Context: an optimization exercise on an open-source flow, tuned for small area and a short achievable clock period. The choices shown serve that exercise and are no tape-out recipe. In this exercise RTL edits were held to simulation tests only and were not proved equivalent to the original. Power and IR drop assume default switching activity.

## nickel
## fp32_mul
module fp32_mul (
    input wire          clk         ,
    input wire          rst_n       ,
    input wire [31:0]   a           ,        
    input wire [31:0]   b           ,        
    input wire          in_valid    ,        
    output reg          out_valid   ,        
    output reg [31:0]   result               
);
    wire [7:0]  ea = a[30:23];
    wire [7:0]  eb = b[30:23];
    wire [22:0] fa = a[22:0];
    wire [22:0] fb = b[22:0];
    wire a_e0 = (ea == 8'h00);
    wire b_e0 = (eb == 8'h00);
    wire a_e1 = (ea == 8'hff);
    wire b_e1 = (eb == 8'hff);
    wire a_f0 = (fa == 23'h0);
    wire b_f0 = (fb == 23'h0);
    wire a_zero = a_e0 & a_f0;
    wire b_zero = b_e0 & b_f0;
    wire a_inf  = a_e1 & a_f0;
    wire b_inf  = b_e1 & b_f0;
    wire a_nan  = a_e1 & ~a_f0;
    wire b_nan  = b_e1 & ~b_f0;
    wire c_nan  = a_nan | b_nan | (a_inf & b_zero) | (b_inf & a_zero);
    wire c_inf  = a_inf | b_inf;
    wire c_zero = a_zero | b_zero | (a_e0 & b_e0);
    wire [23:0] ma = {~a_e0, fa};
    wire [23:0] mb = {~b_e0, fb};
    wire [5:0]  qsa, qsb;
    wire [3:0]  rsa, rsb;
    wire [23:0] ca, cb;
    wire [22:0] asf, bsf;
    assign qsa[0] = ~a_e0 | ((|ma[22:20]));
    assign qsa[1] = a_e0 & (|ma[19:16]) & ~(|ma[22:20]);
    assign qsa[2] = a_e0 & (|ma[15:12]) & ~(|ma[22:20]) & ~(|ma[19:16]);
    assign qsa[3] = a_e0 & (|ma[11:8]) & ~(|ma[22:20]) & ~(|ma[19:16]) & ~(|ma[15:12]);
    assign qsa[4] = a_e0 & (|ma[7:4]) & ~(|ma[22:20]) & ~(|ma[19:16]) & ~(|ma[15:12]) & ~(|ma[11:8]);
    assign qsa[5] = a_e0 & (|ma[3:0]) & ~(|ma[22:20]) & ~(|ma[19:16]) & ~(|ma[15:12]) & ~(|ma[11:8]) & ~(|ma[7:4]);
    assign ca[0] = (qsa[0] & ma[0]);
    assign ca[1] = (qsa[0] & ma[1]);
    assign ca[2] = (qsa[0] & ma[2]);
    assign ca[3] = (qsa[0] & ma[3]);
    assign ca[4] = (qsa[0] & ma[4]) | (qsa[1] & ma[0]);
    assign ca[5] = (qsa[0] & ma[5]) | (qsa[1] & ma[1]);
    assign ca[6] = (qsa[0] & ma[6]) | (qsa[1] & ma[2]);
    assign ca[7] = (qsa[0] & ma[7]) | (qsa[1] & ma[3]);
    assign ca[8] = (qsa[0] & ma[8]) | (qsa[1] & ma[4]) | (qsa[2] & ma[0]);
    assign ca[9] = (qsa[0] & ma[9]) | (qsa[1] & ma[5]) | (qsa[2] & ma[1]);
  ...
Settings: LEC_CHECK=0, ABC_AREA=1, CAP_MARGIN=20, CORE_MARGIN=2, CORE_UTILIZATION=35, SETUP_SLACK_MARGIN=5, SLEW_MARGIN=20, SYNTH_HIERARCHICAL=1, SYNTH_MINIMUM_KEEP_SIZE=0, TNS_END_PERCENT=10; clock period 10.0 ns.
standard.sh (not shown) runs the stock make flow with config.mk's settings and CLKGATE_MAP_FILE= SYNTH_SCRIPT=/design/flow/synth_recipe.tcl, a recipe that flattens the netlist after the stock synthesis.
==> flow/flow/run.sh <==
#!/bin/bash
# The standard layout (standard.sh) with two changes: the ports are buffered
# by buf_2 cells instead of the default delay buffers, and the setup repair
# aims for a slack of 6 ns. Synthesis is unchanged.
set -euo pipefail
sed "s/SETUP_SLACK_MARGIN=[0-9.]*/SETUP_SLACK_MARGIN=6/" standard.sh > standard_margin.sh
bash standard_margin.sh BUFFER_PORTS_ARGS="-buffer_cell sky130_fd_sc_hd__buf_2" finish > flow_make.log 2>&1
Edits applied to the flow inputs when going from nickel to yarrow:
- swapping 35 for 40 in CORE_UTILIZATION
==> flow/flow/run.sh <==
#!/bin/bash
# The standard layout (standard.sh) with two changes: the ports are buffered
# by buf_2 cells instead of the default delay buffers, and the setup repair
# aims for a slack of 5.85 ns. Synthesis is unchanged.
set -euo pipefail
sed "s/SETUP_SLACK_MARGIN=[0-9.]*/SETUP_SLACK_MARGIN=5.85/" standard.sh > standard_margin.sh
bash standard_margin.sh BUFFER_PORTS_ARGS="-buffer_cell sky130_fd_sc_hd__buf_2" finish > flow_make.log 2>&1
--- outcome ---
The minimum clock period after layout of yarrow is higher than that of nickel. On switching share of power, the lower figure sits with nickel, not yarrow. Highest cell delay on the worst timing path in yarrow is 0.02 ns below nickel. Core utilization: yarrow higher than nickel. Of yarrow and nickel, the higher maximum frequency belongs to nickel. Taking nickel as the reference, in yarrow share of power burned in the clock network down 0.2 points; critical path data arrival time went up by 0.19 ns.
Edits applied to the flow inputs when going from yarrow to onyx:
- CORE_UTILIZATION changed from 40 to 45
==> flow/flow/run.sh <==
#!/bin/bash
# The standard layout (standard.sh) with two changes: the ports are buffered
# by buf_2 cells instead of the default delay buffers, and the setup repair
# aims for a slack of 6 ns. Synthesis is unchanged.
set -euo pipefail
sed "s/SETUP_SLACK_MARGIN=[0-9.]*/SETUP_SLACK_MARGIN=6/" standard.sh > standard_margin.sh
bash standard_margin.sh BUFFER_PORTS_ARGS="-buffer_cell sky130_fd_sc_hd__buf_2" finish > flow_make.log 2>&1
Notes after the runs:
- Having completed the whole flow, onyx delivered a layout that passed the timing, design-rule and antenna checks.
- There was hardly any difference in sequential share of cell area between onyx and yarrow.
- Global-route wire length before repair was lower in the run labelled onyx.
- Any difference in cell area after placement between onyx and yarrow is small enough to ignore.
- yarrow -> onyx: number of signal-net inverters in the final layout increased slightly
- Diff yarrow -> onyx | die area | decrease of 11%
- Worst-path maximum fanout: onyx < yarrow
- Changes observed in onyx relative to yarrow: number of logic stages on the critical path including buffering lost 4, final area picked up an extra 100 um^2.
What maple does differently from onyx at the input level:
- changing CORE_UTILIZATION from 45 to 40
--- outcome ---
Sum of buffers and inverters on the critical path, maple and onyx: larger value in maple
onyx has higher final period utilization than maple.
Cell area reported after detailed placement: maple higher than onyx
--- input diff maple..zinc ---
- SLEW_MARGIN now 10, was 20
- CAP_MARGIN now 10, was 20
- Static power due to leakage went down by a few percent going from maple to zinc.
- zinc vs. maple: fmax went down by 3.3%; routed length per placed instance went down by 0.53 um; accumulated negative setup slack was more or less identical.
Input-level comparison between cedar and zinc:
- TNS_END_PERCENT now 5, was 10
- CAP_MARGIN now 20, was 10
- SLEW_MARGIN now 20, was 10
[summary]
In the tables for zinc and cedar, worst vdd rail ir drop reads higher with cedar.
Final standard cell area without fillers (cedar vs. zinc) increases by a few percent
cedar contains more vias than zinc.
Going from zinc to cedar, total routing resource utilization after global routing grows by 0.16 points.
cedar ended up with a lower count of clock-net buffers in the final layout than zinc did.
As far as register bit count reported by yosys goes, cedar and zinc are indistinguishable; the numbers are identical.
cedar vs. zinc: share of final layout cell area taken by non-clock buffers saw an increase, wire length of the first global-routing pass saw an increase, clock group share of total power saw little to no change, final cell count saw an increase.

-- separate check: timing with driven ports --
Ports are ideal in the flow. The routed layouts listed here were re-timed in OpenROAD.
Step 1, drivers: a clkbuf_16 drives clk and a buf_2 each remaining input, both assumed.
Step 2 moves the port delays by t, midway between the first and last clock arrival at a register: inputs arrive t later, outputs are due t later. That takes back most of the time a late clock gives input paths.
Slacks: ideal / step 1 / step 2; pairs: ideal / step 1.
run	shift t [ns]	slack for setup (ns)	worst hold slack (ns)	worst slew at a driven data input, ns
nickel	0.526	5.960 / 5.960 / 5.603	0.335 / 0.335 / 0.335	0.04
yarrow	0.516	5.786 / 5.786 / 5.441	0.327 / 0.327 / 0.327	0.06
onyx	0.547	5.929 / 5.929 / 5.528	0.327 / 0.327 / 0.327	0.05
maple	0.566	5.964 / 5.964 / 5.520	0.331 / 0.331 / 0.331	0.06
zinc	0.557	5.829 / 5.829 / 5.355	0.330 / 0.331 / 0.331	0.06
cedar	0.566	5.964 / 5.964 / 5.520	0.331 / 0.331 / 0.331	0.06
After both steps setup and hold are still met in every run listed. For zinc, which loses most, drivers alone change the setup slack by 0.000 ns; drivers and shift together by -0.474 ns.
